Background: an optimization exercise with open tools, aiming at small area. Do not read the settings as production practice. Function was checked by simulation only, so behaviour that the tests miss may differ from the original. No run shown here takes its clock network from TritonCTS; it comes from the design's own scripts or RTL. The clock input has no modelled driver; a real chip could not lean on it and would need a root buffer or a full tree. Power is estimated from default activity; no workload was simulated.

**flow/config.mk**
```make
export PLATFORM = sky130hd
export DESIGN_NAME = Wlaz_kot
export DESIGN_NICKNAME = Wlaz_kot
export VERILOG_FILES = /design/flow/design.v
export SDC_FILE = /design/flow/constraint.sdc
export NUM_CORES = 4
export LEC_CHECK = 0
export CAP_MARGIN = 20
export CORE_AREA = 2.3 2.72 58.88 59.84
export DIE_AREA = 0 0 61.18 62.56
export PLACE_DENSITY = 0.8
export SLEW_MARGIN = 20
```
**flow/constraint.sdc**
```tcl
create_clock -name core_clock -period 10.0 [get_ports {iCLK}]
set_input_delay 2.0000 -clock core_clock [delete_from_list [all_inputs] [get_ports {iCLK}]]
set_output_delay 2.0000 -clock core_clock [all_outputs]
set_load 0.01 [all_outputs]
```
**flow/design.v**
```verilog
module Wlaz_kot(
  input iCLK,
  input iRST,
  output oSOUND
);
  reg [14:0] rT;
  wire dtick = (rT == 15'b010110101101000);
  wire fb = ~(rT[13] ^ rT[14]);
  always @(posedge iCLK)
    if (iRST) rT <= 15'b100001010010100;
    else if (dtick) rT <= 15'd0;
    else rT <= {~rT[13:0], fb};
  reg [1:0] ph;
  reg [3:0] g;
  reg [1:0] r;
  wire pend = g[3] & r[0] & ((ph == 2'd1) ? (g[0] & ~r[1]) : r[1]);
  always @(posedge iCLK)
    if (iRST) begin
      ph <= 0; g <= 0; r <= 2'd1;
    end else if (dtick) begin
      if (pend) begin
        ph <= ph + 2'd1; g <= 0; r <= 0;
      end else
        {g, r} <= {g, r} + 6'd1;
    end
  wire g_lt7 = ~g[3] & ~(g[2] & g[1] & g[0]);
  wire r3 = r[1] & r[0];
  wire r0 = ~r[1] & ~r[0];
  wire r2 = r[1] & ~r[0];
  wire en = ph[1] ? (g_lt7 ? r0 : ~r3)
                  : (g_lt7 ? ~r3 : (g[3] & g[0] ? r0 : r2));
  wire sA = ph[1] ? (g == 4'd8 & ~ph[0]) : (g == 4'd0);
  wire sB = ph[1] ? (g == 4'd7) : (g == 4'd1 | g == 4'd2);
  wire sC = ~ph[1] & (g == 4'd3);
  wire sD = ~ph[1] & (g == 4'd4 | g == 4'd5);
  wire sE = ph[1] ? (g == 4'd8 & ph[0]) : (g == 4'd6);
  wire sZ = ~(sA | sB | sC | sD | sE);
  reg [13:0] rC;
  reg rS;
  wire mA = rC[13:3] == 11'b00000011111;
  wire mB = ~rC[13] & ~rC[12] & rC[8] & rC[5] & rC[2] & rC[1] & rC[0];
  wire mC = rC == 14'd279;
  wire mD = rC[8] & rC[6] & rC[3] & rC[2];
  wire mE = rC[8] & rC[6] & rC[5] & rC[4] & rC[2];
  wire match = sA & mA | sB & mB | sC & mC | sD & mD | sE & mE | sZ & (&rC);
  always @(posedge iCLK)
    if (iRST) begin
      rC <= 0; rS <= 0;
    end else if (en) begin
      rC <= match ? 14'd0 : rC + 14'd1;
      rS <= rS ^ match;
    end else
      rS <= 0;
  assign oSOUND = rS;
endmodule
```
**flow/flow/run.sh**
```bash
#!/bin/bash
# Own flow: the standard layout (standard.sh's make command), with
#  - Yosys's ABC step given an area-oriented mapping script (flow/area.abc) in place of ORFS's,
#  - no separate half/full-adder mapping (ABC maps the adders with the rest of the logic),
#  - after clock tree synthesis, the tree replaced by ONEBUF_N clock buffers fed straight from
#    the clock port, each driving one cluster of flip-flops (flow/onebuf.tcl),
#  - port buffers of the smallest buffer cell.
# Each tool's output goes to the ORFS logs under orfs/logs; make's own output to flow.log.
set -euo pipefail
W=$(pwd)
export ONEBUF_CELL=sky130_fd_sc_hd__clkbuf_8
export ONEBUF_N=3
{
  head -n 1 synth_recipe.tcl
  echo "proc abc {args} { set i [lsearch -exact \$args -script]; if {\$i >= 0} { set args [lreplace \$args \$i [expr {\$i+1}] -script $W/flow/area.abc] }; yosys abc {*}\$args }"
  tail -n +2 synth_recipe.tcl
} > my_synth.tcl
sed -e "s|SYNTH_SCRIPT=[^ ]*|SYNTH_SCRIPT=$W/my_synth.tcl ADDER_MAP_FILE= 'CTS_ARGS=-sink_clustering_enable -repair_clock_nets -dont_use_dummy_load' POST_CTS_TCL=$W/flow/onebuf.tcl 'BUFFER_PORTS_ARGS=-buffer_cell sky130_fd_sc_hd__buf_1'|" standard.sh > my_standard.sh
bash my_standard.sh > flow.log 2>&1
```
**flow/flow/area.abc**
```
strash
&get -n
&deepsyn -T 20
&put
amap
topo
```
**flow/flow/onebuf.tcl**
```tcl
# Replace the clock tree that CTS built with a single clock buffer driving every flip-flop.
# The clock port then drives only that buffer's input.
set cell $::env(ONEBUF_CELL)
set block [ord::get_db_block]
set db [ord::get_db]
set port [$block findBTerm iCLK]
set rootnet [$port getNet]
# the clock network: nets reached from the port through buffers
set bufs {}
set sinks {}
set todo [list $rootnet]
set nets {}
while {[llength $todo] > 0} {
  set n [lindex $todo 0]
  set todo [lrange $todo 1 end]
  lappend nets $n
  foreach it [$n getITerms] {
    if {![$it isInputSignal]} { continue }
    set inst [$it getInst]
    set m [[$inst getMaster] getName]
    if {[string match "*clkbuf*" $m] || [string match "*clkinv*" $m] || [string match "*_buf_*" $m]} {
      lappend bufs $inst
      foreach o [$inst getITerms] {
        if {[$o isOutputSignal] && [$o getNet] ne "NULL"} { lappend todo [$o getNet] }
      }
    } else {
      lappend sinks $it
    }
  }
}
puts "onebuf: [llength $bufs] clock buffers, [llength $sinks] sinks"
foreach it $sinks { $it disconnect }
foreach inst $bufs {
  foreach it [$inst getITerms] { if {[$it getNet] ne "NULL" && [$it getNet] ne $rootnet} { set nn [$it getNet]; $it disconnect; if {[llength [$nn getITerms]] == 0} { odb::dbNet_destroy $nn } } }
  odb::dbInst_destroy $inst
}
set master [$db findMaster $cell]
$rootnet setSigType CLOCK
# k-means on the sinks' positions, one buffer per cluster
set nclu $::env(ONEBUF_N)
set pts {}
foreach it $sinks { set bb [[$it getInst] getBBox]; lappend pts [list [expr {([$bb xMin] + [$bb xMax]) / 2.0}] [expr {([$bb yMin] + [$bb yMax]) / 2.0}]] }
set sorted [lsort -real -index 0 $pts]
set cent {}
for {set k 0} {$k < $nclu} {incr k} { lappend cent [lindex $sorted [expr {int(($k + 0.5) * [llength $sorted] / $nclu)}]] }
for {set iter 0} {$iter < 50} {incr iter} {
  set asg {}
  foreach p $pts {
    set best 0; set bd 1e30
    for {set k 0} {$k < $nclu} {incr k} {
      set c [lindex $cent $k]
      set d [expr {abs([lindex $p 0] - [lindex $c 0]) + abs([lindex $p 1] - [lindex $c 1])}]
      if {$d < $bd} { set bd $d; set best $k }
    }
    lappend asg $best
  }
  set nc {}
  for {set k 0} {$k < $nclu} {incr k} {
    set sx 0; set sy 0; set n 0
    foreach p $pts a $asg { if {$a == $k} { set sx [expr {$sx + [lindex $p 0]}]; set sy [expr {$sy + [lindex $p 1]}]; incr n } }
    if {$n > 0} { lappend nc [list [expr {$sx / $n}] [expr {$sy / $n}]] } else { lappend nc [lindex $cent $k] }
  }
  set cent $nc
}
for {set k 0} {$k < $nclu} {incr k} {
  set b [odb::dbInst_create $block $master clkbuf_leaf_$k]
  set cn [odb::dbNet_create $block clknet_leaf_$k]
  $cn setSigType CLOCK
  [$b findITerm A] connect $rootnet
  [$b findITerm X] connect $cn
  set n 0
  foreach it $sinks a $asg { if {$a == $k} { $it connect $cn; incr n } }
  set c [lindex $cent $k]
  $b setLocation [expr {int([lindex $c 0])}] [expr {int([lindex $c 1])}]
  $b setPlacementStatus PLACED
  puts "onebuf: leaf $k drives $n sinks"
}
detailed_placement
check_placement
estimate_parasitics -placement
```
**flow/standard.sh**
```bash
#!/bin/bash
# synth_recipe.tcl (not shown) runs the flow's synth.tcl, then flattens the netlist and writes it again
# the make line also repeats each setting of config.mk as NAME=value (left out here)
make -C /OpenROAD-flow-scripts/flow DESIGN_CONFIG=/design/flow/config.mk WORK_HOME=/design/flow/orfs CLKGATE_MAP_FILE= SYNTH_SCRIPT=/design/flow/synth_recipe.tcl "${@:-finish}"
```
==> impl_results.md, run 1 <==
- RSZ-0062 raised after global routing: false
- Share of cells above drive strength 1: 1.59%
- Mux cell area share after synthesis: 0%
- Post-Syn Instances: 184
- Post-Syn Area per Cell: 8.09 µm²
- Starting density of the core: 46.1%
- Critical path's slowest cell: dfxtp_1
- Final Hold Fails: 0
- Vias per inst: 5.31
- DRT Pass-1 Iters: 4
- Clk pin slew, worst setup/hold paths: 0.08 ns
- Initial DRC Count: 37
- Routed wire length per instance: 11.1 µm
- Slew headroom: 57.4%
- Sw Pwr: 40.2 µW
- Die area: 3830 µm²
- Final setup viols: 0
- Status: finished clean
- Compound-cell area share of the yosys netlist: 18.3%
- Clock power frac: 27.3%
- Slew Limit Fails: 0
- Crit path setup slack, layout: 6.85 ns
- Hold Crit Class: reg2reg
- Yosys cell types: 24
- Gr usage total: 16.0%
- Setup TNS: 0 ns
- Core Area: 3230 µm²
- Main combinational cell family by area after synthesis: simple AND/OR/NAND/NOR gates
- Clk sinks: 38
- Clock Skew: 0.0102 ns
- Sequential cell area fraction in the yosys report: 51.1%
- WHS: 0.387 ns
- Skew-Pair Late Insertion Delay: 0.14 ns
- Switch share: 17.9%
- Number of max-cap violations: 0
- CP most frequent cell: nor2_1
- Final Critical Period: 3.15 ns
- VDD IR max: 107 µV
- Crit-path cells: nand2_1, nor2_1, o221ai_1, o21ai_0, o21ai_0, clkinv_1, nand2_1, clkinv_1, nand2_1, nor2_1, nand2_1, nor2_1, clkinv_1, nor2_1, clkinv_1, nor2_1, clkinv_1, nor2_1, nand2_1, o21ai_0, a21oi_1
- Max incr delay on CP: 0.44 ns
- Worst Max-Slew Pin Slew: 0.632 ns
- Drt total wl: 2620 µm
- # port buffers: 2
- Io pins: 3
- Die Wd: 61.2 µm
- #FFs+latches synth: 38
- Placer Congestion: 0.821
- Most frequent cells in the layout: dfxtp_1, nor2_1, clkinv_1
- Fmax: 318 MHz
- N_diodes: 0
- DP Wirelength: 2060 µm
- Syn Nets: 186
- # DRC: 0
- Vias in the first global route: 1125
- Startpoint Class: register
- Gate power share: 2.7%
- Worst hold stages: 1
- P&R area growth vs syn: 7.14%
- Leakage power: 0.523 nW
- Post-Synth Simple-Gate Area: 23.3%
- Std cell rows: 21
- Fin nets: 193
- Place WS: 6.78 ns
- Final worst-path cycle share: 31.5%
- Die height: 62.6 µm
- Cell Area, Synth: 1490 µm²
- Initial antenna violation count: 0
- ANT nets after route: 0
- Crit Path Class: reg2reg
- R2r worst-path depth: 21
- First-pass GRT wire length: 4730 µm
- Commonest non-fill, non-tap cell in the layout: dfxtp_1
- Design internal power: 184 µW
- Worst Path Max Fanout: 7
- R2R setup slack: 6.85 ns
- CP arrival: 3.17 ns
- CP Data Required Time: 10.02 ns
- Seq pwr share: 70.0%
- Gr ovfl total: 0
- Critical Path Sink Type: register
- Total number of vias: 1248
- Ys Warns: 1
- P per Cell Area: 141 nW/µm²
- Largest net degree at the start of global routing: 14
- XOR/XNOR share of the synthesized area: 0%
- Post-Synth Adder-Cell Area: 0%
-- worst paths after layout --
path,from,to
min reg2reg,rT[6]$_SDFF_PP0_,rT[7]$_SDFF_PP1_
max reg2reg,g[1]$_SDFFE_PP0P_,rC[13]$_SDFFE_PP0P_
min,rT[6]$_SDFF_PP0_,rT[7]$_SDFF_PP1_
max,g[1]$_SDFFE_PP0P_,rC[13]$_SDFFE_PP0P_
-- cells in the mapped netlist --
master | n | area [µm²]
a211oi_1 | 7 | 52.6
clkinv_1 | 29 | 109
o2111ai_1 | 2 | 17.5
nor2_1 | 37 | 139
a31oi_1 | 1 | 6.26
a211o_1 | 1 | 8.76
nand2_1 | 19 | 71.3
dfxtp_1 | 38 | 761
o21ai_0 | 14 | 70.1
nor3_1 | 6 | 30.0
a22oi_1 | 1 | 7.51
a21oi_1 | 2 | 10.0
o221ai_1 | 2 | 17.5
nand4bb_1 | 1 | 11.3
o32ai_1 | 1 | 8.76
nand4b_1 | 2 | 17.5
or3_1 | 2 | 12.5
nand3_1 | 6 | 30.0
nor4_1 | 2 | 12.5
a2111oi_0 | 5 | 43.8
or4_1 | 3 | 22.5
o211a_1 | 1 | 10.0
o221a_1 | 1 | 11.3
a221oi_1 | 1 | 8.76
-- through the flow --
| stage | total power [mW] | cell area [µm²] | cells | utilization [%] |
|---|---|---|---|---|
| after global routing | 0.235 | 1600 | 235 | 49.4 |
| after global placement | 0.166 | 1550 | 232 | 48.1 |
| after detailed placement | 0.167 | 1550 | 232 | 48.1 |
| final | 0.225 | 1600 | 235 | 49.4 |
| after floorplan | 0.164 | 1490 | 184 | - |
-- worst max-delay path: cells and delay by family, from the launching register on --
family / cells / cell delay, ns
simple gates: 11 / 1.55
buf+inv: 5 / 0.45
compound gates: 5 / 0.57
flops: 1 / 0.44
-- state kept, by name (all words and copies together) (netlist names) --
signal  cells
rT         15
ph          2
g           4
rC         14
rS          1
r           2
-- metal layers --
| layer | up-vias | global-route usage (%) | part of all wire, % |
|---|---|---|---|
| met2 | 32 | 23.5 | 43 |
| met1 | 553 | 22.7 | 49 |
| met4 | 0 | 4.89 | 1.8 |
| li1 | 657 | - | - |
| met5 | - | 0 | 0 |
| met3 | 6 | 4.55 | 6.3 |
-- final cells by class --
| cell class | instances | area [µm²] |
|---|---|---|
| inverter | 29 | 109 |
| sequential | 38 | 761 |
| multi-input combinational | 117 | 619 |
| fill | 307 | 1640 |
| buffer | 3 | 41.3 |
| timing repair buffer | 2 | 7.51 |
| tap | 46 | 57.6 |
-- kinds of logic after synthesis --
logic type / Yosys count
compound gates: 39
simple gates: 78
flops: 38
buf+inv: 29
-- power groups by stage --
| stage | Sequential (mW) | Clock (mW) | Combinational, mW |
|---|---|---|---|
| 2_1_floorplan | 0.160 | 0 | 0.00435 |
| 3_3_place_gp | 0.161 | 0 | 0.00584 |
| 3_5_place_dp | 0.161 | 0 | 0.00618 |
| 5_1_grt | 0.158 | 0.0701 | 0.00735 |
| 6_report | 0.157 | 0.0613 | 0.00610 |
==> inputs of run 2 (changes only) <==
==> flow/flow/area.abc (replaced) <==
strash
&get -n
&deepsyn -T 20
&put
amap
strash
&get -n
&deepsyn -T 20
&put
amap
strash
&get -n
&deepsyn -T 20
&put
amap
strash
&get -n
&deepsyn -T 20
&put
amap
strash
&get -n
&deepsyn -T 20
&put
amap
topo
--- a/flow/config.mk
+++ b/flow/config.mk
@@ -8,4 +8,4 @@
 export CAP_MARGIN = 20
-export CORE_AREA = 2.3 2.72 58.88 59.84
-export DIE_AREA = 0 0 61.18 62.56
+export CORE_AREA = 2.3 2.72 57.5 59.84
+export DIE_AREA = 0 0 59.8 62.56
 export PLACE_DENSITY = 0.8
==> run 2 against run 1 <==
  * Routed wire length decreased by 3.6%
  * Core utilization is 0.39 points lower
  * First-iteration DRC count grew 5.4%
  * Via count decreased by 5.8%
  * Largest cell class unchanged
  * Die area fell by 2.3%
  * Fmax is 2.7% higher
  * Cell area shrank 3.2%
  * Clock skew is 0.0081 ns higher
  * Sequential share of layout area is 1.6 points higher
  * Critical path depth shrank 17
  * Power grew 0.97%
==> impl_results.md, run 2 <==
- Vias per inst: 5.42 (+2.0%)
- # DRC: 0 (unchanged)
- DRT Pass-1 Iters: 4 (unchanged)
- R2R setup slack: 7.19 ns (+0.34 ns)
- Final worst-path cycle share: 30.7% (-0.83 points)
- Skew-Pair Late Insertion Delay: 0.15 ns (about the same)
- First-pass GRT wire length: 4620 µm (-2.3%)
- Final instance area: 1540 µm² (-3.2%)
- Clock Skew: 0.0182 ns (+0.00807 ns)
- N_diodes: 0 (unchanged)
- Most flop-heavy register: rT
- Routed wire length per instance: 11.6 µm (+4.4%)
- VDD IR max: 53.7 µV (-50%)
- Initial antenna violation count: 0 (unchanged)
- Number of max-cap violations: 0 (unchanged)
- CP arrival: 3.12 ns (-0.05 ns)
- Synth top cells by count: nor2_1, dfxtp_1, clkinv_1
- Synth top area share: 52.4% (+1.3 points)
- Most numerous cell in the Yosys netlist: nor2_1
- DP Wirelength: 1930 µm (-6.6%)
- Drt total wl: 2520 µm (-3.6%)
- Critical Path Sink Type: register
- RSZ-0062 raised after global routing: false
- Hold Crit Class: reg2reg
- Clock power frac: 27.7% (+0.4 points)
- CP Data Required Time: 10.05 ns (+0.03 ns)
- Fin nets: 187 (-3.1%)
- Worst Path Max Fanout: 11 (+4)
- Placed Cells: 214 (-7.8%)
- Die height: 62.6 µm (unchanged)
- Leakage power: 0.529 nW (+1.1%)
- Power consumption: 227 µW (+0.97%)
- ANT nets after route: 0 (unchanged)
- Clk sinks: 38 (unchanged)
- P per Cell Area: 147 nW/µm² (+4.3%)
- Gr usage total: 15.7% (-0.30 points)
- Slew headroom: 60.2% (+2.8 points)
- Vias in the first global route: 1101 (-2.1%)
- Std cell rows: 21 (unchanged)
- Placed instance area: 1500 µm² (-3.3%)
- Placer Congestion: 0.805 (-1.9%)
- Die area: 3740 µm² (-2.3%)
- Sequential cell area fraction in the yosys report: 52.4% (+1.3 points)
- Largest net degree at the start of global routing: 16 (+2)
- Worst Max-Slew Pin Slew: 0.596 ns (-0.0353 ns)
- # port buffers: 2 (unchanged)
- Initial DRC Count: 39 (+5.4%)
- Setup TNS: 0 ns (unchanged)
- Top area cells in the synthesized netlist: dfxtp_1, nor2_1, clkinv_1
- Commonest non-fill, non-tap cell in the layout: nor2_1
- #FFs+latches synth: 38 (unchanged)
- Max reg flops: 15 (unchanged)
- P&R area growth vs syn: 6.29%
- Final setup viols: 0 (unchanged)
- Biggest regs: rT (15), rC (14), g (4)
- Synth async-reset ratio: 0% (unchanged)
- Switch share: 18.5% (+0.64 points)
- Startpoint Class: primary input
- Status: finished clean
- Most frequent cells in the layout: nor2_1, dfxtp_1, clkinv_1
- Gr ovfl total: 0 (unchanged)
- Design internal power: 185 µW (+0.18%)
- Seq pwr share: 69.4% (-0.6 points)
- Cell Area, Synth: 1450 µm² (-2.4%)
- Synth area leader: dfxtp_1
- Ys Warns: 1 (unchanged)
- Share of cells above drive strength 1: 1.64% (+0.052 points)
- Syn Nets: 180 (-3.2%)
- Top FF cell, synth: dfxtp_1
- Core Area: 3150 µm² (-2.4%)
- Post-Syn Instances: 178 (-3.3%)
- Starting density of the core: 46.1% (about the same)
- Total number of vias: 1176 (-5.8%)
- Die Wd: 59.8 µm (-2.3%)
- Post-synth EDFFs: 0 (unchanged)
- Post-Syn Area per Cell: 8.16 µm² (+0.85%)
- Final Critical Period: 3.07 ns (-0.0827 ns)
- Gate power share: 3.0% (+0.3 points)
- Final Hold Fails: 0 (unchanged)
- Clk pin slew, worst setup/hold paths: 0.08 ns (about the same)
- Slew Limit Fails: 0 (unchanged)
- Io pins: 3 (unchanged)
- Non-Filler Instances: 217 (-7.7%)
- Fmax: 326 MHz (+2.7%)
- Crit Path Class: in2reg
- Sw Pwr: 42.0 µW (+4.6%)
- Yosys cell types: 26 (+8.3%)
run 2: path summary, 6_finish.rpt:
check / from / to / cells past startpoint
max: iRST / rC[12]$_SDFFE_PP0P_ / 4
min: rT[3]$_SDFF_PP0_ / rT[4]$_SDFF_PP1_ / 1
max reg2reg: g[3]$_SDFFE_PP0P_ / rC[12]$_SDFFE_PP0P_ / 11
min reg2reg: rT[3]$_SDFF_PP0_ / rT[4]$_SDFF_PP1_ / 1
run 2: cell type report:
class,count,area [µm²]
buffer,3,41.3
inverter,18,67.6
tap,34,42.5
multi-input combinational,122,624
fill,314,1610
sequential,38,761
timing repair buffer,2,7.51
run 2: critical path, stage by stage:
cell,delay (ns)
buf_1,0.17
a21oi_1,0.30
clkinv_1,0.34
a211oi_1,0.31
run 2: routing by layer:
| metal | track usage, % | part of all wire, % | vias up |
|---|---|---|---|
| met5 | 0 | 0 | - |
| met4 | 5.00 | 1.5 | 0 |
| met3 | 4.35 | 3.0 | 4 |
| met2 | 25.1 | 46 | 11 |
| met1 | 20.3 | 49 | 526 |
| li1 | - | - | 635 |
run 2: through the flow:
step                      worst slack [ns]  util (%)  hold WS (ns)
after detailed placement              6.76      47.7         0.371
after global routing                  6.75      49.0         0.412
after floorplan                       7.23         -         0.358
after global placement                6.85      47.7         0.370
final                                 6.93      49.0         0.388
run 2: power by group through the flow:
stage	clock [mW]	combinational (mW)	sequential, mW
2_1_floorplan	0	0.00499	0.160
3_3_place_gp	0	0.00650	0.161
3_5_place_dp	0	0.00675	0.161
5_1_grt	0.0710	0.00778	0.158
6_report	0.0627	0.00672	0.157
run 2: cells by family (layout without fill, tap and decap cells):
family                 Yosys count  in the layout  share of synthesized area (%)
and+or+nand+nor                 86             86                           27.0
buffers and inverters           18             23                           4.65
AOI/OAI and AO/OA               36             36                           16.0
DFF                             38             38                           52.4
==> inputs of run 3 (changes only) <==
--- a/flow/flow/run.sh
+++ b/flow/flow/run.sh
@@ -2,3 +2,4 @@
 # Own flow: the standard layout (standard.sh's make command), with
-#  - Yosys's ABC step given an area-oriented mapping script (flow/area.abc) in place of ORFS's,
+#  - Yosys's ABC step given an area-oriented mapping script (flow/area.abc: rounds of &deepsyn
+#    with fixed seeds and iteration limits, so the result is repeatable, then amap) in place of ORFS's,
 #  - no separate half/full-adder mapping (ABC maps the adders with the rest of the logic),
==> flow/flow/area.abc (replaced) <==
strash
&get -n
&deepsyn -J 200 -S 5
&put
amap
strash
&get -n
&deepsyn -J 200 -S 71
&put
amap
strash
&get -n
&deepsyn -J 200 -S 17
&put
amap
strash
&get -n
&deepsyn -J 200 -S 37
&put
amap
strash
&get -n
&deepsyn -J 200 -S 53
&put
amap
topo
==> run 3 against run 2 <==
  * Still clean
  * Sequential power is essentially flat
  * Critical path depth grew 13
  * Final cell count grew 0.46%
  * Sequential share of layout area grew 0.080 points
  * Clock power grew 0.8%
  * First-iteration DRC count shrank 21%
  * Cell area shrank 0.16%
  * Die area is the same
  * Clock skew grew 0.018 ns
  * Synthesized area shrank 0.17%
  * Via count shrank 1.3%
  * Combinational power shrank 5.2%
==> impl_results.md, run 3 <==
- Status: finished clean
- CP arrival: 3.30 ns (+0.18 ns)
- CP most frequent cell: nor2_1
- Clock Skew: 0.0363 ns (+0.0180 ns)
- Largest net degree at the start of global routing: 20 (+4)
- Fillers: 309 (-1.6%)
- Ys Warns: 1 (unchanged)
- Crit-path cells: clkinv_1, nor2_1, nor2_1, a21oi_1, clkinv_1, o21ai_0, o21ai_0, nor2_1, nand2_1, nor2_1, nand4_1, nor2_1, nand4_1, or2_0, nor2_1, o21ai_0, a21oi_1
- Initial DRC Count: 31 (-21%)
- Final setup viols: 0 (unchanged)
- Util after Layout: 48.9% (-0.079 points)
- DRT Pass-1 Iters: 4 (unchanged)
- Most frequent cells in the layout: nor2_1, dfxtp_1, clkinv_1
- Biggest regs: rT (15), rC (14), g (4)
- Hold Crit Class: reg2reg
- Final worst-path cycle share: 32.4% (+1.7 points)
- Placed Cells: 215 (+0.47%)
- Gr ovfl total: 0 (unchanged)
- P per Cell Area: 147 nW/µm² (+0.20%)
- Post-synth EDFFs: 0 (unchanged)
- Max incr delay on CP: 0.41 ns (+0.07 ns)
- Non-Filler Instances: 218 (+0.46%)
- ANT nets after route: 0 (unchanged)
- Share of cells above drive strength 1: 1.63% (-0.0089 points)
- Most flop-heavy register: rT
- Final Hold Fails: 0 (unchanged)
- Core Area: 3150 µm² (unchanged)
- Top FF cell, synth: dfxtp_1
- Cell Area, Synth: 1450 µm² (-0.17%)
- Synth top area share: 52.5% (+0.090 points)
- Yosys cell types: 24 (-7.7%)
- N_diodes: 0 (unchanged)
- Skew-Pair Late Insertion Delay: 0.16 ns (about the same)
- Placer Congestion: 0.813 (+0.97%)
- Post-Syn Area per Cell: 8.10 µm² (-0.73%)
- Worst Path Max Fanout: 5 (-6)
- Fin nets: 188 (+0.53%)
- Slew Limit Fails: 0 (unchanged)
- Gr usage total: 14.4% (-1.3 points)
- Max reg flops: 15 (unchanged)
- Die area: 3740 µm² (unchanged)
- Place WS: 6.77 ns (+0.00849 ns)
- Syn Nets: 181 (+0.56%)
- Crit Path Class: reg2reg
- Critical Path Sink Type: register
- Drt total wl: 2430 µm (-3.8%)
- P&R area growth vs syn: 6.30% (about the same)
- Initial antenna violation count: 0 (unchanged)
- Startpoint Class: register
- CP Data Required Time: 10.06 ns (about the same)
- Final Critical Period: 3.24 ns (+0.174 ns)
- Commonest non-fill, non-tap cell in the layout: nor2_1
- Power consumption: 227 µW (about the same)
- Die height: 62.6 µm (unchanged)
- Die Wd: 59.8 µm (unchanged)
- Leakage power: 0.523 nW (-1.1%)
- Top area cells in the synthesized netlist: dfxtp_1, nor2_1, o21ai_0
- # DRC: 0 (unchanged)
- Worst Max-Slew Pin Slew: 0.535 ns (-0.0614 ns)
- Total number of vias: 1161 (-1.3%)
- Post-Syn Instances: 179 (+0.56%)
- Io pins: 3 (unchanged)
- Clk pin slew, worst setup/hold paths: 0.11 ns (+0.03 ns)
- Slew headroom: 64.0% (+3.8 points)
- RSZ-0062 raised after global routing: false
- Fmax: 309 MHz (-5.4%)
- Synth area leader: dfxtp_1
- Number of max-cap violations: 0 (unchanged)
- VDD IR max: 91.7 µV (+71%)
- Routed wire length per instance: 11.1 µm (-4.3%)
- DP Wirelength: 1880 µm (-2.5%)
- Starting density of the core: 46.0% (-0.079 points)
- Crit path setup slack, layout: 6.76 ns (-0.174 ns)
- Setup TNS: 0 ns (unchanged)
- Sequential cell area fraction in the yosys report: 52.5% (+0.090 points)
- First-pass GRT wire length: 4250 µm (-7.9%)
- # port buffers: 2 (unchanged)
- Vias in the first global route: 1010 (-8.3%)
- Vias per inst: 5.33 (-1.7%)
- Clk sinks: 38 (unchanged)
- Most numerous cell in the Yosys netlist: nor2_1
- #FFs+latches synth: 38 (unchanged)
- Critical path's slowest cell: dfxtp_1
- Synth async-reset ratio: 0% (unchanged)
- Std cell rows: 21 (unchanged)
- Synth top cells by count: nor2_1, dfxtp_1, clkinv_1
[run 3: cell count changes in the layout (fill, tap and decap cells not counted), moves of 2 or more]
cell / change
o21ai_0: +5
nor3_1: -3
a31oi_1: +2
nor2_1: -2
o21a_1: -2
o22ai_1: +2
o32ai_1: -2
[run 3: worst paths after layout]
check | from | to | slack, ns | depth (start not counted)
setup / recovery | g[2]$_SDFFE_PP0P_ | rC[13]$_SDFFE_PP0P_ | 6.76 | 17
setup reg to reg | g[2]$_SDFFE_PP0P_ | rC[13]$_SDFFE_PP0P_ | 6.76 | 17
hold / removal | rT[6]$_SDFF_PP0_ | rT[7]$_SDFF_PP1_ | 0.40 | 1
hold reg to reg | rT[6]$_SDFF_PP0_ | rT[7]$_SDFF_PP1_ | 0.40 | 1
[run 3: metrics by stage]
stage          instance area, µm²  hold WS, ns
6_report                     1540        0.399
5_1_grt                      1540        0.411
3_5_place_dp                 1500        0.375
3_3_place_gp                 1500        0.369
2_1_floorplan                1450        0.358
[run 3: per-layer routing]
metal  track usage (%)  up-vias  routed length (µm)
met4              6.94        0                  46
met1              19.9      516                1290
met2              20.9       11                1020
met5                 0        -                   0
met3              3.31        4                  76
li1                  -      630                   -
[run 3: layout make-up]
type | instances | area, µm² | share of cell area (%)
sequential | 38 | 761 | 49.4
multi-input combinational | 122 | 618 | 40.1
inverter | 19 | 71.3 | 4.63
tap | 34 | 42.5 | 2.76
buffer | 3 | 41.3 | 2.68
timing repair buffer | 2 | 7.51 | 0.487
[run 3: cell families (layout without fill, tap and decap cells)]
kind of cell | after synthesis | in the layout | share of synthesized area [%]
buf+inv | 19 | 24 | 4.92
compound gates | 41 | 41 | 17.3
flops | 38 | 38 | 52.5
simple gates | 81 | 81 | 25.4
[run 3: report_power, final]
| part | internal, mW | switching, mW | leakage [nW] |
|---|---|---|---|
| sequential | 0.155 | 0.00201 | 0.310 |
| clock | 0.0275 | 0.0358 | 0.0216 |
| combinational | 0.00210 | 0.00427 | 0.191 |
[run 3: critical path: cells and delay by family (launching register included)]
kind | cells | cell delay (ns)
buffers and inverters | 2 | 0.18
flip-flops | 1 | 0.41
AO/OA/AOI/OAI | 5 | 0.78
AND/OR/NAND/NOR | 10 | 1.79
==> inputs of run 4 (changes only) <==
--- a/flow/flow/run.sh
+++ b/flow/flow/run.sh
@@ -12,3 +12,3 @@
 export ONEBUF_CELL=sky130_fd_sc_hd__clkbuf_8
-export ONEBUF_N=3
+export ONEBUF_N=2
 {
--- a/flow/config.mk
+++ b/flow/config.mk
@@ -10,3 +10,3 @@
 export DIE_AREA = 0 0 59.8 62.56
-export PLACE_DENSITY = 0.8
+export PLACE_DENSITY = 0.95
 export SLEW_MARGIN = 20
==> run 4 against run 3 <==
  * Still clean
  * Clock skew down 0.018 ns
  * Fmax shrank 1.3%
  * Clock power decreased by 17%
==> impl_results.md, run 4 <==
- Status: finished clean
- Post-synth EDFFs: 0 (unchanged)
- Ys Warns: 1 (unchanged)
- Crit-path cells: clkinv_1, nor2_1, nor2_1, a21oi_1, clkinv_1, o21ai_0, o21ai_0, nor2_1, nand2_1, nor2_1, nand4_1, nor2_1, nand4_1, or2_0, nor2_1, o21ai_0, a21oi_1
- Synth top area share: 52.5% (unchanged)
- Top FF cell, synth: dfxtp_1
- Die height: 62.6 µm (unchanged)
- Std cell rows: 21 (unchanged)
- R2r worst-path depth: 17 (unchanged)
- Vias in the first global route: 1001 (-0.89%)
- Slew headroom: 64.7% (+0.63 points)
- Total number of vias: 1198 (+3.2%)
- CP most frequent cell: nor2_1
- Max incr delay on CP: 0.42 ns (about the same)
- Initial antenna violation count: 0 (unchanged)
- Setup TNS: 0 ns (unchanged)
- #FFs+latches synth: 38 (unchanged)
- RSZ-0062 raised after global routing: false
- Synth async-reset ratio: 0% (unchanged)
- CP arrival: 3.37 ns (+0.07 ns)
- P&R area growth vs syn: 5.35%
- Vias per inst: 5.52 (+3.7%)
- First-pass GRT wire length: 4070 µm (-4.2%)
- Gr usage total: 13.9% (-0.52 points)
- # port buffers: 2 (unchanged)
- Io pins: 3 (unchanged)
- Largest net degree at the start of global routing: 23 (+15%)
- Power consumption: 216 µW (-4.6%)
- Final setup viols: 0 (unchanged)
- Clock Skew: 0.0186 ns (-0.0177 ns)
- Final worst-path cycle share: 32.8% (+0.42 points)
- N_diodes: 0 (unchanged)
- Synth top cells by count: nor2_1, dfxtp_1, clkinv_1
- Placer Congestion: 0.894 (+9.9%)
- VDD IR max: 68.3 µV (-26%)
- DP Wirelength: 1860 µm (-1.1%)
- Die area: 3740 µm² (unchanged)
- Clk pin slew, worst setup/hold paths: 0.11 ns (about the same)
- Cell Area, Synth: 1450 µm² (unchanged)
- # DRC: 0 (unchanged)
- Top area cells in the synthesized netlist: dfxtp_1, nor2_1, o21ai_0
- Post-Syn Area per Cell: 8.10 µm² (unchanged)
- Commonest non-fill, non-tap cell in the layout: nor2_1
- Die Wd: 59.8 µm (unchanged)
- Critical path's slowest cell: dfxtp_1
- Critical Path Sink Type: register
- Leakage power: 0.516 nW (-1.4%)
- DRT Pass-1 Iters: 4 (unchanged)
- Worst Path Max Fanout: 5 (unchanged)
- Hold_sp: rT[6]$_SDFF_PP0_
- Hold Crit Class: reg2reg
- Core Area: 3150 µm² (unchanged)
- Worst reg2reg startpoint: g[2]$_SDFFE_PP0P_
- Final Hold Fails: 0 (unchanged)
- Initial DRC Count: 90 (+190%)
- Crit path from: g[2]$_SDFFE_PP0P_
- Crit Path Class: reg2reg
- Biggest regs: rT (15), rC (14), g (4)
- Synth area leader: dfxtp_1
- Startpoint Class: register
- Most numerous cell in the Yosys netlist: nor2_1
- Routed wire length per instance: 11.6 µm (+3.9%)
- Most frequent cells in the layout: nor2_1, dfxtp_1, clkinv_1
- CP Data Required Time: 10.09 ns (+0.03 ns)
- Starting density of the core: 46.0% (unchanged)
- ANT nets after route: 0 (unchanged)
- Slew Limit Fails: 0 (unchanged)
- Most flop-heavy register: rT
- Share of cells above drive strength 1: 1.09% (-0.54 points)
- Fillers: 296 (-4.2%)
- P per Cell Area: 142 nW/µm² (-3.8%)
- Worst Max-Slew Pin Slew: 0.525 ns (-0.00979 ns)
- Yosys cell types: 24 (unchanged)
- Skew-Pair Late Insertion Delay: 0.17 ns (about the same)
- Fin nets: 187 (-0.53%)
- Fmax: 305 MHz (-1.3%)
- Worst hold stages: 1 (unchanged)
- Number of max-cap violations: 0 (unchanged)
- Final Critical Period: 3.28 ns (+0.0423 ns)
- Max reg flops: 15 (unchanged)
- Clk sinks: 38 (unchanged)
- Syn Nets: 181 (unchanged)
- Post-Syn Instances: 179 (unchanged)
- Gr ovfl total: 0 (unchanged)
- Sequential cell area fraction in the yosys report: 52.5% (unchanged)
- Drt total wl: 2510 µm (+3.5%)
[run 4: cells by family (layout without fill, tap and decap cells)]
logic type | count (synthesis) | after routing | share of synthesized area [%]
buffers and inverters | 19 | 23 | 4.92
AOI/OAI and AO/OA | 41 | 41 | 17.3
and+or+nand+nor | 81 | 81 | 25.4
DFF | 38 | 38 | 52.5
[run 4: routing by layer]
layer	share of wire [%]	wire, µm	GRT usage (%)	vias up
met1	50	1250	18.8	532
met3	3.7	93	3.11	5
li1	-	-	-	635
met4	2.3	57	6.39	0
met2	44	1100	20.8	26
met5	0	0	0	-
[run 4: through the flow]
step | hold WS [ns] | instance area [µm²] | std cells | setup WS [ns] | utilization (%)
floorplan | 0.358 | 1450 | 179 | 7.23 | -
detailed placement | 0.369 | 1500 | 215 | 6.78 | 47.6
global route | 0.411 | 1530 | 217 | 6.38 | 48.5
global placement | 0.365 | 1500 | 215 | 6.89 | 47.6
finish | 0.400 | 1530 | 217 | 6.72 | 48.5
[run 4: worst max-delay path, delay by kind of cell, from the launching register on]
family / cells / cell delay, ns
AND/OR/NAND/NOR: 10 / 1.87
buffers and inverters: 2 / 0.19
AO/OA/AOI/OAI: 5 / 0.75
flip-flops: 1 / 0.42
[run 4: cell type report]
cell class / instances / area, µm² / share of cell area [%]
Inverter: 19 / 71.3 / 4.67
Buffer: 2 / 27.5 / 1.80
Sequential cell: 38 / 761 / 49.8
Tap cell: 34 / 42.5 / 2.78
Timing Repair Buffer: 2 / 7.51 / 0.491
Multi-Input combinational cell: 122 / 618 / 40.5
[run 4: worst paths after layout]
| kind | end | slack, ns |
|---|---|---|
| worst min register to register | rT[7]$_SDFF_PP1_ | 0.40 |
| worst min-delay path | rT[7]$_SDFF_PP1_ | 0.40 |
| worst max-delay path | rC[13]$_SDFFE_PP0P_ | 6.72 |
| worst max register to register | rC[13]$_SDFFE_PP0P_ | 6.72 |
[run 4: where the power goes]
part | switching (mW) | internal [mW] | total, mW | leakage [nW]
clock network | 0.0340 | 0.0186 | 0.0526 | 0.0144
registers | 0.00203 | 0.155 | 0.157 | 0.310
logic | 0.00444 | 0.00210 | 0.00653 | 0.191
==> inputs of run 5 (changes only) <==
--- a/flow/design.v
+++ b/flow/design.v
@@ -39,7 +39,7 @@
   reg rS;
-  wire mA = rC[13:3] == 11'b00000011111;
-  wire mB = ~rC[13] & ~rC[12] & rC[8] & rC[5] & rC[2] & rC[1] & rC[0];
+  wire mA = rC[13:3] == 11'b00000011111;                                
+  wire mB = ~rC[13] & ~rC[12] & rC[8] & rC[5] & rC[2] & rC[1] & rC[0];   
   wire mC = rC == 14'd279;
-  wire mD = rC[8] & rC[6] & rC[3] & rC[2];
-  wire mE = rC[8] & rC[6] & rC[5] & rC[4] & rC[2];
+  wire mD = rC[8] & rC[6] & rC[3] & rC[2];                               
+  wire mE = rC[8] & rC[6] & rC[5] & rC[4] & rC[2];                       
   wire match = sA & mA | sB & mB | sC & mC | sD & mD | sE & mE | sZ & (&rC);
--- a/flow/flow/run.sh
+++ b/flow/flow/run.sh
@@ -3,6 +3,5 @@
 #  - Yosys's ABC step given an area-oriented mapping script (flow/area.abc: rounds of &deepsyn
-#    with fixed seeds and iteration limits, so the result is repeatable, then amap) in place of ORFS's,
+#    with fixed seeds and iteration limits, so the result is repeatable, each then mapped with
+#    amap; the seeds were picked by trying several on this design) in place of ORFS's,
 #  - no separate half/full-adder mapping (ABC maps the adders with the rest of the logic),
-#  - after clock tree synthesis, the tree replaced by ONEBUF_N clock buffers fed straight from
-#    the clock port, each driving one cluster of flip-flops (flow/onebuf.tcl),
 #  - port buffers of the smallest buffer cell.
@@ -11,4 +10,4 @@
 W=$(pwd)
-export ONEBUF_CELL=sky130_fd_sc_hd__clkbuf_8
-export ONEBUF_N=2
+export ONEBUF_CELL=sky130_fd_sc_hd__clkbuf_16
+export ONEBUF_N=1
 {
--- a/flow/flow/onebuf.tcl
+++ b/flow/flow/onebuf.tcl
@@ -1,3 +1,5 @@
-# Replace the clock tree that CTS built with a single clock buffer driving every flip-flop.
-# The clock port then drives only that buffer's input.
+# Run after clock tree synthesis (POST_CTS_TCL): replace the tree that CTS built with ONEBUF_N
+# clock buffers (cell ONEBUF_CELL), fed straight from the clock port, each driving one cluster
+# of flip-flops found by k-means on their placed positions. Every flip-flop is one buffer away
+# from the port; the port drives only the buffers' inputs. The buffers are then legalized.
 set cell $::env(ONEBUF_CELL)
==> run 5 against run 4 <==
  * Final cell count shrank 0.46%
  * Critical path type unchanged
  * Largest power group unchanged
  * Largest cell class unchanged
  * Fmax down 1.1%
  * Worst setup slack worse by 0.037 ns
  * Critical path depth unchanged
==> impl_results.md, run 5 <==
- Status: finished clean
- Total number of vias: 1197 (-0.083%)
- Crit-path cells: clkinv_1, nor2_1, nor2_1, a21oi_1, clkinv_1, o21ai_0, o21ai_0, nor2_1, nand2_1, nor2_1, nand4_1, nor2_1, nand4_1, or2_0, nor2_1, o21ai_0, a21oi_1
- Post-synth EDFFs: 0 (unchanged)
- Max incr delay on CP: 0.43 ns (about the same)
- Synth async-reset ratio: 0% (unchanged)
- Routed wire length per instance: 11.7 µm (+1.6%)
- Worst Max-Slew Pin Slew: 0.526 ns (+0.00105 ns)
- Most frequent cells in the layout: nor2_1, dfxtp_1, clkinv_1
- Biggest regs: rT (15), rC (14), g (4)
- Startpoint Class: register
- Final Hold Fails: 0 (unchanged)
- N_diodes: 0 (unchanged)
- Ys Warns: 1 (unchanged)
- Initial antenna violation count: 0 (unchanged)
- Final worst-path cycle share: 33.2% (+0.37 points)
- RSZ-0062 raised after global routing: false
- Largest net degree at the start of global routing: 39 (+70%)
- Core Area: 3150 µm² (unchanged)
- Synth top cells by count: nor2_1, dfxtp_1, clkinv_1
- Die area: 3740 µm² (unchanged)
- Initial DRC Count: 108 (+20%)
- Clock Skew: 0.0115 ns (-0.00710 ns)
- Top FF cell, synth: dfxtp_1
- Crit Path Class: reg2reg
- Share of cells above drive strength 1: 0.549% (-0.54 points)
- Cell Area, Synth: 1450 µm² (unchanged)
- Syn Nets: 181 (unchanged)
- Slew headroom: 64.6% (-0.071 points)
- Vias per inst: 5.54 (+0.38%)
- # DRC: 0 (unchanged)
- Vias in the first global route: 1013 (+1.2%)
- Skew-Pair Late Insertion Delay: 0.18 ns (about the same)
- Most numerous cell in the Yosys netlist: nor2_1
- Leakage power: 0.514 nW (-0.40%)
- Most flop-heavy register: rT
- Placer Congestion: 0.894 (unchanged)
- Fmax: 301 MHz (-1.1%)
- #FFs+latches synth: 38 (unchanged)
- Die height: 62.6 µm (unchanged)
- DP Wirelength: 1860 µm (unchanged)
- Top area cells in the synthesized netlist: dfxtp_1, nor2_1, o21ai_0
- Commonest non-fill, non-tap cell in the layout: nor2_1
- Post-Syn Area per Cell: 8.10 µm² (unchanged)
- Post-Syn Instances: 179 (unchanged)
- Critical path's slowest cell: dfxtp_1
- VDD IR max: 87.3 µV (+28%)
- DRT Pass-1 Iters: 4 (unchanged)
- Die Wd: 59.8 µm (unchanged)
- P per Cell Area: 143 nW/µm² (+0.80%)
- # port buffers: 2 (unchanged)
- Yosys cell types: 24 (unchanged)
- Fin nets: 186 (-0.53%)
- Number of max-cap violations: 0 (unchanged)
- Setup TNS: 0 ns (unchanged)
- Critical Path Sink Type: register
- Synth top area share: 52.5% (unchanged)
- Util after Layout: 48.4% (-0.079 points)
- Max reg flops: 15 (unchanged)
- Final Critical Period: 3.32 ns (+0.0367 ns)
- Worst Path Max Fanout: 5 (unchanged)
- Hold Crit Class: reg2reg
- CP Data Required Time: 10.12 ns (+0.03 ns)
- Final setup viols: 0 (unchanged)
- Clk pin slew, worst setup/hold paths: 0.12 ns (about the same)
- Gr ovfl total: 0 (unchanged)
- Synth area leader: dfxtp_1
- CP arrival: 3.44 ns (+0.07 ns)
- Placed Cells: 215 (unchanged)
- Clk sinks: 38 (unchanged)
- CP most frequent cell: nor2_1
- Slew Limit Fails: 0 (unchanged)
- Starting density of the core: 46.0% (unchanged)
- Std cell rows: 21 (unchanged)
- Gr usage total: 13.6% (-0.29 points)
- Io pins: 3 (unchanged)
- ANT nets after route: 0 (unchanged)
- Sequential cell area fraction in the yosys report: 52.5% (unchanged)
- Drt total wl: 2540 µm (+1.1%)
- First-pass GRT wire length: 4090 µm (+0.49%)
- P&R area growth vs syn: 5.18%
- Non-Filler Instances: 216 (-0.46%)
-- run 5: cell families (layout without fill, tap and decap cells) --
group	after synthesis	after routing	share of synthesized area (%)
AO/OA/AOI/OAI	41	41	17.3
buffers and inverters	19	22	4.92
flip-flops	38	38	52.5
AND/OR/NAND/NOR	81	81	25.4
-- run 5: worst max-delay path: cells and delay by family (launching register included) --
kind | cells | cell delay (ns)
flops | 1 | 0.43
buf+inv | 2 | 0.19
compound gates | 5 | 0.77
simple gates | 10 | 1.87
-- run 5: stage by stage --
step / power, mW / setup WS [ns] / hold WS, ns / instance area [µm²]
after floorplan: 0.165 / 7.23 / 0.358 / 1450
after global placement: 0.167 / 6.89 / 0.365 / 1500
after detailed placement: 0.167 / 6.78 / 0.369 / 1500
after global routing: 0.227 / 6.37 / 0.413 / 1530
final: 0.218 / 6.68 / 0.401 / 1530
-- run 5: layer usage --
layer	routed length (µm)	GRT usage [%]	vias to the layer above
li1	-	-	636
met1	1240	18.1	535
met2	1160	22.1	22
met3	102	3.11	4
met4	31	3.06	0
met5	0	0	-
-- run 5: final timing paths --
path,startpoint,to,slack [ns],depth (start not counted)
max,g[2]$_SDFFE_PP0P_,rC[13]$_SDFFE_PP0P_,6.68,17
min,rT[6]$_SDFF_PP0_,rT[7]$_SDFF_PP1_,0.40,1
max reg2reg,g[2]$_SDFFE_PP0P_,rC[13]$_SDFFE_PP0P_,6.68,17
min reg2reg,rT[6]$_SDFF_PP0_,rT[7]$_SDFF_PP1_,0.40,1
-- run 5: final cells by class --
type | count | area [µm²]
Inverter | 19 | 71.3
Timing Repair Buffer | 2 | 7.51
Buffer | 1 | 25.0
Fill cell | 289 | 1630
Multi-Input combinational cell | 122 | 618
Tap cell | 34 | 42.5
Sequential cell | 38 | 761
-- run 5: report_power, final --
part	leakage (nW)	switching (mW)	total (mW)	internal [mW]
Sequential	0.310	0.00204	0.157	0.155
Combinational	0.191	0.00442	0.00652	0.00210
Clock	0.0123	0.0350	0.0539	0.0188
==> inputs of run 6 (changes only) <==
--- a/flow/flow/run.sh
+++ b/flow/flow/run.sh
@@ -10,4 +10,4 @@
 W=$(pwd)
-export ONEBUF_CELL=sky130_fd_sc_hd__clkbuf_16
-export ONEBUF_N=1
+export ONEBUF_CELL=sky130_fd_sc_hd__clkbuf_8
+export ONEBUF_N=2
 {
==> run 6 against run 5 <==
  * Clock power shrank 2%
  * Via count about the same
  * Cell area grew 0.16%
  * Power is 0.63% lower
  * Routed wire length down 1.1%
  * Die area stayed put
  * Synthesized area is the same
  * First-iteration DRC count fell by 17%
  * Highest routed layer unchanged
==> impl_results.md, run 6 <==
- Gr usage total: 13.9% (+0.29 points)
- Placed Cells: 215 (unchanged)
- Clk sinks: 38 (unchanged)
- Place WS: 6.78 ns (unchanged)
- Most frequent cells in the layout: nor2_1, dfxtp_1, clkinv_1
- Crit-path cells: clkinv_1, nor2_1, nor2_1, a21oi_1, clkinv_1, o21ai_0, o21ai_0, nor2_1, nand2_1, nor2_1, nand4_1, nor2_1, nand4_1, or2_0, nor2_1, o21ai_0, a21oi_1
- Worst hold stages: 1 (unchanged)
- Initial DRC Count: 90 (-17%)
- Hold_sp: rT[6]$_SDFF_PP0_
- Mux cell area share after synthesis: 0% (unchanged)
- Worst Path Max Fanout: 5 (unchanged)
- R2R setup slack: 6.72 ns (+0.04 ns)
- # DRC: 0 (unchanged)
- XOR/XNOR share of the synthesized area: 0% (unchanged)
- Final setup viols: 0 (unchanged)
- Slew Limit Fails: 0 (unchanged)
- Fmax: 305 MHz (+1.1%)
- #FFs+latches synth: 38 (unchanged)
- Status: finished clean
- Std cell rows: 21 (unchanged)
- Worst reg2reg startpoint: g[2]$_SDFFE_PP0P_
- Initial antenna violation count: 0 (unchanged)
- Critical Path Sink Type: register
- Synth top area share: 52.5% (unchanged)
- Vias per inst: 5.52 (-0.38%)
- Crit Path Class: reg2reg
- Ys Warns: 1 (unchanged)
- Starting density of the core: 46.0% (unchanged)
- Syn Nets: 181 (unchanged)
- Biggest regs: rT (15), rC (14), g (4)
- DP Wirelength: 1860 µm (unchanged)
- Routed wire length per instance: 11.6 µm (-1.6%)
- Cell Area, Synth: 1450 µm² (unchanged)
- R2r worst-path depth: 17 (unchanged)
- CP Data Required Time: 10.09 ns (-0.03 ns)
- Main combinational cell family by area after synthesis: simple AND/OR/NAND/NOR gates
- Clock Skew: 0.0186 ns (+0.00710 ns)
- Post-Syn Instances: 179 (unchanged)
- Synth async-reset ratio: 0% (unchanged)
- Most numerous cell in the Yosys netlist: nor2_1
- Post-Syn Area per Cell: 8.10 µm² (unchanged)
- Final Critical Period: 3.28 ns (-0.0367 ns)
- Commonest non-fill, non-tap cell in the layout: nor2_1
- Non-Filler Instances: 217 (+0.46%)
- Vias in the first global route: 1001 (-1.2%)
- Die Wd: 59.8 µm (unchanged)
- Top FF cell, synth: dfxtp_1
- Die height: 62.6 µm (unchanged)
- Post-Synth Adder-Cell Area: 0% (unchanged)
- Synth top cells by count: nor2_1, dfxtp_1, clkinv_1
- Core Area: 3150 µm² (unchanged)
- Drt total wl: 2510 µm (-1.1%)
- Clk pin slew, worst setup/hold paths: 0.11 ns (about the same)
- ANT nets after route: 0 (unchanged)
- Startpoint Class: register
- CP most frequent cell: nor2_1
- Post-Synth Simple-Gate Area: 25.4% (unchanged)
- Placer Congestion: 0.894 (unchanged)
- Design internal power: 176 µW (-0.18%)
- VDD IR max: 68.3 µV (-22%)
- Synth area leader: dfxtp_1
- Seq pwr share: 72.7% (+0.4 points)
- Final worst-path cycle share: 32.8% (-0.37 points)
- P per Cell Area: 142 nW/µm² (-0.79%)
- Met1 Track Usage GR: 18.8% (+0.65 points)
- N_diodes: 0 (unchanged)
- Critical path's slowest cell: dfxtp_1
- Sequential cell area fraction in the yosys report: 52.5% (unchanged)
- Total number of vias: 1198 (+0.084%)
- P&R area growth vs syn: 5.35%
- Gate power share: 3.0% (about the same)
- Fin nets: 187 (+0.54%)
- Skew-Pair Late Insertion Delay: 0.17 ns (about the same)
- Met2 GRT Util: 20.8% (-1.4 points)
- Leakage power: 0.516 nW (+0.40%)
- Io pins: 3 (unchanged)
- Sw Pwr: 40.4 µW (-2.5%)
- Post-synth EDFFs: 0 (unchanged)
- Gr ovfl total: 0 (unchanged)
- Hold Crit Class: reg2reg
- Clock power frac: 24.3% (-0.4 points)
- Max incr delay on CP: 0.42 ns (about the same)
- CP arrival: 3.37 ns (-0.07 ns)
- Setup TNS: 0 ns (unchanged)
- Slew headroom: 64.7% (+0.071 points)
- GRT met3 Usage: 3.11% (unchanged)
- First-pass GRT wire length: 4070 µm (-0.49%)
- GR peak layer: met2
- Yosys cell types: 24 (unchanged)
- Max reg flops: 15 (unchanged)
- Switch share: 18.7% (-0.37 points)
- DRT Pass-1 Iters: 4 (unchanged)
- # port buffers: 2 (unchanged)
- Number of max-cap violations: 0 (unchanged)
- Final Hold Fails: 0 (unchanged)
- Compound-cell area share of the yosys netlist: 17.3% (unchanged)
- Share of cells above drive strength 1: 1.09% (+0.54 points)
- Largest net degree at the start of global routing: 23 (-41%)
- Most flop-heavy register: rT
- Worst Max-Slew Pin Slew: 0.525 ns (-0.00105 ns)
- Crit path from: g[2]$_SDFFE_PP0P_
- Crit path setup slack, layout: 6.72 ns (+0.0367 ns)
- Top area cells in the synthesized netlist: dfxtp_1, nor2_1, o21ai_0
- RSZ-0062 raised after global routing: false
- Die area: 3740 µm² (unchanged)
==> run 6: cell count changes in the layout (fill, tap and decap cells not counted) <==
cell / delta
clkbuf_16: -1
clkbuf_8: +2
==> run 6: cells by family after synthesis <==
group | count (synthesis)
simple gates | 81
compound gates | 41
buf+inv | 19
flops | 38
==> run 6: worst paths after layout <==
path	to
setup / recovery	rC[13]$_SDFFE_PP0P_
hold / removal	rT[7]$_SDFF_PP1_
setup reg to reg	rC[13]$_SDFFE_PP0P_
hold reg to reg	rT[7]$_SDFF_PP1_
==> run 6: layer usage <==
metal / vias up / share of wire (%) / wire length [µm]
li1: 635 / - / -
met1: 532 / 50 / 1250
met2: 26 / 44 / 1100
met3: 5 / 3.7 / 93
met4: 0 / 2.3 / 57
met5: - / 0 / 0
==> run 6: critical path, delay by kind of cell (launching register included) <==
family,cells,cell delay (ns)
buffers and inverters,2,0.19
AOI/OAI and AO/OA,5,0.75
and+or+nand+nor,10,1.87
DFF,1,0.42
==> run 6: power groups by stage <==
| stage | Clock (mW) | Sequential (mW) | Combinational, mW |
|---|---|---|---|
| 2_1_floorplan | 0 | 0.160 | 0.00475 |
| 3_3_place_gp | 0 | 0.161 | 0.00618 |
| 3_5_place_dp | 0 | 0.161 | 0.00637 |
| 5_1_grt | 0.0608 | 0.158 | 0.00753 |
| 6_report | 0.0526 | 0.157 | 0.00653 |
==> run 6: final cells by class <==
type                            instances  area, µm²
Tap cell                               34       42.5
Sequential cell                        38        761
Timing Repair Buffer                    2       7.51
Multi-Input combinational cell        122        618
Inverter                               19       71.3
Fill cell                             296       1630
Buffer                                  2       27.5
==> run 6: stage by stage <==
| step | hold WS, ns | total power [mW] | utilization [%] | area (µm²) |
|---|---|---|---|---|
| floorplan | 0.358 | 0.165 | - | 1450 |
| global placement | 0.365 | 0.167 | 47.6 | 1500 |
| detailed placement | 0.369 | 0.167 | 47.6 | 1500 |
| global route | 0.411 | 0.226 | 48.5 | 1530 |
| finish | 0.400 | 0.216 | 48.5 | 1530 |
==> inputs of run 7 (changes only) <==
--- a/flow/design.v
+++ b/flow/design.v
@@ -6,3 +6,3 @@
   reg [14:0] rT;
-  wire dtick = (rT == 15'b010110101101000);
+  wire dtick = (rT[14:6] == 9'b010110101) && (rT[3:0] == 4'b1000);
   wire fb = ~(rT[13] ^ rT[14]);
==> flow/flow/area.abc (replaced) <==
strash
&get -n
&deepsyn -J 200 -S 27
&put
amap
strash
&get -n
&deepsyn -J 200 -S 52
&put
amap
strash
&get -n
&deepsyn -J 200 -S 7
&put
amap
strash
&get -n
&deepsyn -J 200 -S 98
&put
amap
strash
&get -n
&deepsyn -J 200 -S 44
&put
amap
topo
==> run 7 against run 6 <==
  * Final cell count decreased by 1.4%
  * Clock skew fell by 0.0050 ns
  * Register-to-register slack worse by 0.37 ns
  * Clock power is 4.4% higher
==> impl_results.md, run 7 <==
- CP Data Required Time: 10.10 ns (about the same)
- Starting density of the core: 46.0% (about the same)
- Vias in the first global route: 1129 (+13%)
- Post-Syn Instances: 176 (-1.7%)
- Leakage power: 0.505 nW (-2.2%)
- Clock power frac: 25.1% (+0.8 points)
- DP Wirelength: 1970 µm (+5.9%)
- R2r worst-path depth: 20 (+3)
- Largest net degree at the start of global routing: 22 (-4.3%)
- Synth async-reset ratio: 0% (unchanged)
- Drt total wl: 2690 µm (+7.1%)
- Synth top area share: 52.5% (about the same)
- Design internal power: 176 µW (about the same)
- CP most frequent cell: nor2_1
- Total number of vias: 1197 (-0.083%)
- Ys Warns: 1 (unchanged)
- Setup TNS: 0 ns (unchanged)
- Fin nets: 184 (-1.6%)
- Sw Pwr: 42.7 µW (+5.7%)
- Worst Path Max Fanout: 5 (unchanged)
- Sequential cell area fraction in the yosys report: 52.5% (about the same)
- Power consumption: 219 µW (+1.1%)
- P&R area growth vs syn: 5.35% (about the same)
- Critical path's slowest cell: dfxtp_1
- Gr usage total: 15.8% (+1.8 points)
- Most flop-heavy register: rT
- VDD IR max: 123 µV (+80%)
- Top FF cell, synth: dfxtp_1
- Commonest non-fill, non-tap cell in the layout: dfxtp_1
- Synth top cells by count: dfxtp_1, nor2_1, clkinv_1
- Routed wire length per instance: 12.6 µm (+8.6%)
- Fillers: 293 (-1.0%)
- First-pass GRT wire length: 4690 µm (+15%)
- Worst reg2reg startpoint: g[0]$_SDFFE_PP0P_
- Die Wd: 59.8 µm (unchanged)
- Placer Congestion: 0.863 (-3.4%)
- N_diodes: 0 (unchanged)
- Syn Nets: 178 (-1.7%)
- P per Cell Area: 143 nW/µm² (+1.2%)
- Die area: 3740 µm² (unchanged)
- Io pins: 3 (unchanged)
- Final Hold Fails: 0 (unchanged)
- RSZ-0062 raised after global routing: false
- Top area cells in the synthesized netlist: dfxtp_1, nor2_1, clkinv_1
- Clk pin slew, worst setup/hold paths: 0.11 ns (about the same)
- R2R setup slack: 6.35 ns (-0.37 ns)
- Final setup viols: 0 (unchanged)
- R2R Path End: rC[13]$_SDFFE_PP0P_
- Switch share: 19.5% (+0.85 points)
- Core Area: 3150 µm² (unchanged)
- Max incr delay on CP: 0.41 ns (about the same)
- Clock Skew: 0.0136 ns (-0.00504 ns)
- Crit path from: g[0]$_SDFFE_PP0P_
- Clk sinks: 38 (unchanged)
- Final worst-path cycle share: 36.5% (+3.7 points)
- Vias per inst: 5.59 (+1.3%)
- Biggest regs: rT (15), rC (14), g (4)
- CP arrival: 3.75 ns (+0.38 ns)
- Std cell rows: 21 (unchanged)
- Initial DRC Count: 41 (-54%)
- Max reg flops: 15 (unchanged)
- Most numerous cell in the Yosys netlist: dfxtp_1
- Place WS: 6.42 ns (-0.361 ns)
- Gr ovfl total: 0 (unchanged)
- Worst setup path endpoint: rC[13]$_SDFFE_PP0P_
- Fmax: 274 MHz (-10%)
- Number of max-cap violations: 0 (unchanged)
- Slew Limit Fails: 0 (unchanged)
- # DRC: 0 (unchanged)
- #FFs+latches synth: 38 (unchanged)
- Crit-path cells: clkinv_1, nor4_1, nor2_1, a222oi_1, nand2_1, nor2_1, nand2_1, nor2_1, nand2_1, nor2_1, clkinv_1, nor2_1, clkinv_1, nor2_1, nand2_1, nor2_1, clkinv_1, nor2_1, o21ai_0, a21oi_1
- Die height: 62.6 µm (unchanged)
- Initial antenna violation count: 0 (unchanged)
- Worst Max-Slew Pin Slew: 0.591 ns (+0.0662 ns)
- Crit path setup slack, layout: 6.35 ns (-0.368 ns)
- Post-synth EDFFs: 0 (unchanged)
- Crit Path Class: reg2reg
- Share of cells above drive strength 1: 1.11% (+0.018 points)
- Cell Area, Synth: 1450 µm² (about the same)
- Startpoint Class: register
- DRT Pass-1 Iters: 4 (unchanged)
- Seq pwr share: 71.9% (-0.8 points)
- Hold Crit Class: reg2reg
- Final Critical Period: 3.65 ns (+0.368 ns)
- ANT nets after route: 0 (unchanged)
- Skew-Pair Late Insertion Delay: 0.17 ns (about the same)
- Status: finished clean
- Slew headroom: 60.2% (-4.5 points)
- Most frequent cells in the layout: dfxtp_1, nor2_1, clkinv_1
- Post-Syn Area per Cell: 8.23 µm² (+1.6%)
- Yosys cell types: 25 (+4.2%)
- Critical Path Sink Type: register
- # port buffers: 2 (unchanged)
- Synth area leader: dfxtp_1
- Gate power share: 3.0% (about the same)
[run 7: kinds of logic (layout without fill, tap and decap cells)]
group | after synthesis | in the layout | synth area share, %
AOI/OAI and AO/OA | 42 | 42 | 19.0
buffers and inverters | 25 | 29 | 6.48
DFF | 38 | 38 | 52.5
and+or+nand+nor | 71 | 71 | 22.0
[run 7: worst min path at each step]
| stage | cells past startpoint | to | start | slack (ns) |
|---|---|---|---|---|
| after global routing | 1 | rT[5]$_SDFF_PP0_ | rT[4]$_SDFF_PP1_ | 0.41 |
| after global placement | 1 | rT[7]$_SDFF_PP1_ | rT[6]$_SDFF_PP0_ | 0.36 |
| after detailed placement | 1 | rT[7]$_SDFF_PP1_ | rT[6]$_SDFF_PP0_ | 0.37 |
| after floorplan | 1 | rT[7]$_SDFF_PP1_ | rT[6]$_SDFF_PP0_ | 0.35 |
| final | 1 | rT[7]$_SDFF_PP1_ | rT[6]$_SDFF_PP0_ | 0.39 |
[run 7: metrics by stage]
| stage | instance area (µm²) | cells | hold WS, ns | utilization, % |
|---|---|---|---|---|
| 2_1_floorplan | 1450 | 176 | 0.353 | - |
| 3_3_place_gp | 1500 | 212 | 0.361 | 47.5 |
| 3_5_place_dp | 1500 | 212 | 0.369 | 47.5 |
| 5_1_grt | 1530 | 214 | 0.415 | 48.4 |
| 6_report | 1530 | 214 | 0.394 | 48.4 |
[run 7: cell type report]
type	instances	area (µm²)	area share, %
repair buffers	2	7.51	0.492
flip-flops and latches	38	761	49.8
inverters	25	93.8	6.15
plain buffers	2	27.5	1.80
well taps	34	42.5	2.79
multi-input cells	113	594	38.9
[run 7: power by group through the flow]
| stage | sequential [mW] | clock (mW) | combinational [mW] |
|---|---|---|---|
| after floorplan | 0.160 | 0 | 0.00483 |
| after global placement | 0.160 | 0 | 0.00618 |
| after detailed placement | 0.161 | 0 | 0.00647 |
| after global routing | 0.158 | 0.0600 | 0.00739 |
| final | 0.157 | 0.0549 | 0.00656 |
[run 7: per-layer routing]
metal  track usage [%]  wire, µm
met5                 0         0
met4              5.28        38
met3              2.69        91
met2              26.1      1290
met1              20.3      1260
[run 7: worst max-delay path, delay by kind of cell (launching register included)]
family,cells,cell delay (ns)
AND/OR/NAND/NOR,13,2.10
AO/OA/AOI/OAI,3,0.63
buffers and inverters,4,0.46
flip-flops,1,0.41

[separate check: timing with driven ports]
The results above use ideal ports. As a check the final layouts listed here were re-extracted and re-timed, cells and wires unchanged. Step 1, drivers: a clkbuf_16 drives iCLK and a buf_2 each remaining input, both assumed. Step 2 times the ports against the registers' clock, not the clock port: input delays grow and output delays shrink by t, the midpoint of the rising clock arrivals with the driver on. a / b / c = ideal ports / drivers / drivers and shift; a / b = the first two.
run | t, ns | setup WS [ns] | worst setup path after step 2 | slew at the worst register clock pin (ns)
run 1 | 0.178 | 6.851 / 6.851 / 6.791 | input to register | 0.08 / 0.08
run 2 | 0.182 | 6.934 / 6.958 / 6.776 | input to register | 0.09 / 0.09
run 3 | 0.189 | 6.760 / 6.760 / 6.760 | register to register | 0.11 / 0.11
run 4 | 0.194 | 6.718 / 6.718 / 6.718 | register to register | 0.11 / 0.11
run 5 | 0.210 | 6.681 / 6.681 / 6.681 | register to register | 0.12 / 0.12
run 6 | 0.194 | 6.718 / 6.718 / 6.718 | register to register | 0.11 / 0.11
run 7 | 0.198 | 6.350 / 6.350 / 6.350 | register to register | 0.11 / 0.11
After both steps setup and hold are still met in every run listed. For run 2, which loses most, drivers alone change the setup slack by +0.024 ns; drivers and shift together by -0.158 ns.
